Source: an optimization exercise on an open RTL-to-GDS flow (aim: small area, a short achievable clock period and few clock cycles per item). Production flows keep margins and buffers that such runs may drop. At most, simulation tests tie the RTL to the original design; equivalence was not proved. The flow treats the clock pin as an ideal source. Dropping or thinning the clock tree relies on that and would not hold on a real chip.

==> flow/design.v (excerpt) <==
module boron_enc (
    input  clk, rst, start, input [63:0] plain_text, input [79:0] master_key,
    output reg done, output [63:0] cipher_text
);
export LEC_CHECK = 0
export CAP_MARGIN = 20
export CORE_MARGIN = 2
export CORE_UTILIZATION = 65
export SETUP_SLACK_MARGIN = 2.2
export SLEW_MARGIN = 20
create_clock -name core_clock -period 5.0 [get_ports {clk}]
standard.sh (not shown) runs the stock make flow with config.mk's settings and CLKGATE_MAP_FILE= SYNTH_SCRIPT=/design/flow/synth_recipe.tcl, a recipe that flattens the netlist after the stock synthesis.
==> flow/flow/run.sh <==
#!/bin/bash
# Standard layout with three changes:
#  - the design's boron_dp2 module (the next-state logic of two rounds) is replaced by
#    the same function mapped by hand to cells (dp_mapped.v, from gen/mkdp2.py);
#    the registers and the rest of the design go through the standard synthesis;
#  - smaller port buffers (ports.tcl);
#  - a clock tree with the same number of buffers to every register (cts.tcl).
set -euo pipefail
here=$(pwd)
python3 flow/subst.py design.v flow/dp_mapped.v > design_mapped.v 2> subst.log
args=("VERILOG_FILES=$here/design_mapped.v" "PRE_GLOBAL_PLACE_TCL=$here/flow/ports.tcl" "PRE_CTS_TCL=$here/flow/cts.tcl")
if [[ -f flow/extra.txt ]]; then while read -r l; do [[ -n "$l" ]] && args+=("$l"); done < flow/extra.txt; fi
bash standard.sh "${args[@]}" finish > standard.log 2>&1
Other scripts of this flow, unchanged in this note and not shown: flow/flow/cts.tcl, flow/flow/dp_mapped.v, flow/flow/extra.txt, flow/flow/ports.tcl, flow/flow/subst.py
The first run aborted during global routing (5_1_grt) on DPL-0038.
Edit:
CORE_UTILIZATION = 50   (was 65)
SETUP_SLACK_MARGIN = 1.9   (was 2.2)
Result: Now the flow completed without violations. Area after synthesis does not change. Synthesized cell count is unchanged.
Edit:
SETUP_SLACK_MARGIN = 2.15   (was 1.9)
Effect:
- setup slack is worse by 0.011 ns
- via count increases by 11%
- wire length went up by 18%
- design area rises by 22%
- worst hold slack degrades by 0.0054 ns
- synthesized cell count does not change
- die area does not change
- cell count grows by 5.7%
No run of this note included a check of the RTL's function; only the layout flow was run. In the second and third runs of this note the design's own scripts or RTL, not TritonCTS, make the clock network.


## run 1
Another version of the RTL of boron_enc (not shown whole).
For scale: roughly 880 cells after synthesis, about 150 flip-flops.
Settings: LEC_CHECK=0, CAP_MARGIN=20, CORE_MARGIN=2, CORE_UTILIZATION=40, SETUP_SLACK_MARGIN=3.2, SLEW_MARGIN=20; clock period 5.0 ns.
run.sh (not shown) runs the stock make flow with config.mk's settings and CLKGATE_MAP_FILE= SYNTH_SCRIPT=/design/flow/synth_recipe.tcl, a recipe that flattens the netlist after the stock synthesis.
Stock flow here: none of the scripts above is used.
Run 1: done, clean on timing, DRC and antenna
Testbench counts of run 1, summed over its fixed seeds: cycles 9,992, items 384.
Modified inputs, run 2 compared to run 1
Settings: SETUP_SLACK_MARGIN: 3.2 -> unset.
Results
Compared to run 1, run 2 has final estimated routing congestion in global placement about 1.6% lower.
Going from run 1 to run 2, width of the die roughly the same, worst hold-check slack neither gained nor lost much.
Run 2: flow completed, timing, DRC and antenna clean
Higher setup slack of the critical path after layout was reported by run 1, not run 2.
Of the two values seen for end point of the critical path, x[62] was produced by run 1 and cipher_text[7] by run 2.
Total stage count of the critical path was lower in the run labelled run 2.
Relative to run 2, the following input files were edited for run 3:
Settings: SETUP_SLACK_MARGIN now 2.6, previously not set.
==> flow/flow/run.sh (new file) <==
#!/bin/bash
set -euo pipefail
here=$(pwd)
args=("PRE_GLOBAL_PLACE_TCL=$here/flow/ports.tcl")
if [[ -f flow/cts_args.txt ]]; then args+=("CTS_ARGS=$(cat flow/cts_args.txt)"); fi
if [[ -f flow/extra.txt ]]; then while read -r l; do [[ -n "$l" ]] && args+=("$l"); done < flow/extra.txt; fi
bash standard.sh "${args[@]}" finish > standard.log 2>&1
==> flow/flow/cts_args.txt (new file) <==
-sink_clustering_enable -repair_clock_nets -sink_clustering_size 40 -sink_clustering_max_diameter 200 -dont_use_dummy_load
==> flow/flow/ports.tcl (new file) <==
# Port buffers: buf_1 on the inputs, buf_2 on the outputs (which drive the
# output load), in place of the single buffer_ports call global placement makes.
rename buffer_ports std_buffer_ports
proc buffer_ports {args} {
  std_buffer_ports -inputs -buffer_cell sky130_fd_sc_hd__buf_1
  std_buffer_ports -outputs -buffer_cell sky130_fd_sc_hd__buf_2
}
==> flow/standard.sh (new file) <==
#!/bin/bash
# synth_recipe.tcl (not shown) runs the flow's synth.tcl, then flattens the netlist and writes it again
# the make line also repeats each setting of config.mk as NAME=value (left out here)
make -C /OpenROAD-flow-scripts/flow DESIGN_CONFIG=/design/flow/config.mk WORK_HOME=/design/flow/orfs CLKGATE_MAP_FILE= SYNTH_SCRIPT=/design/flow/synth_recipe.tcl "${@:-finish}"
removed: flow/run.sh
## What came out
- The final layouts of run 3 and run 2 pass the timing, DRC and antenna checks.
- Summary of run 3 over run 2: synthesized instance count saw little to no change; layout buffer count excluding clock buffers roughly the same.
- Re routability congestion estimate: run 3 and run 2 aren't equal, and the higher value belongs to run 3.
- As far as met3 global-route usage is concerned, run 3 and run 2 perform about the same.
- Run 3 ended up with a lower count of clock-buffer cells in the layout than run 2 did.
- Worst setup slack | run 3 above run 2

## what the ideal ports hide
Ports are ideal in the flow. The routed layouts listed here were re-timed in OpenROAD.
Step 1 assumes that a clkbuf_16 drives the clock port and a buf_2 every other input.
Step 2 adds t to the input delays and takes it off the output delays; t is the mean of the earliest and latest rising clock arrival at the registers after step 1. Input paths then give back, and output paths get back, about the clock's delay inside the block.
Three values: ideal, step 1, step 2; two values: the first two.
| run | t, ns | slack for setup (ns) | latest minus earliest clock arrival (ns) | worst register clock-pin slew, ns |
|---|---|---|---|---|
| the second run of note 1 | 0.374 | 1.907 / 1.907 / 1.907 | 0.015 / 0.015 | 0.09 / 0.09 |
| the third run of note 1 | 0.378 | 1.895 / 1.895 / 1.895 | 0.010 / 0.009 | 0.09 / 0.09 |
| run 1 | 0.470 | 3.038 / 3.023 / 2.908 | 0.009 / 0.009 | 0.07 / 0.07 |
| run 2 | 0.461 | 2.360 / 2.316 / 2.615 | 0.010 / 0.010 | 0.06 / 0.06 |
| run 3 | 0.451 | 2.723 / 2.721 / 2.723 | 0.018 / 0.018 | 0.06 / 0.06 |
After both steps every run listed still meets setup and hold. For run 1, which loses most, drivers alone change the setup slack by -0.015 ns; drivers and shift together by -0.130 ns.
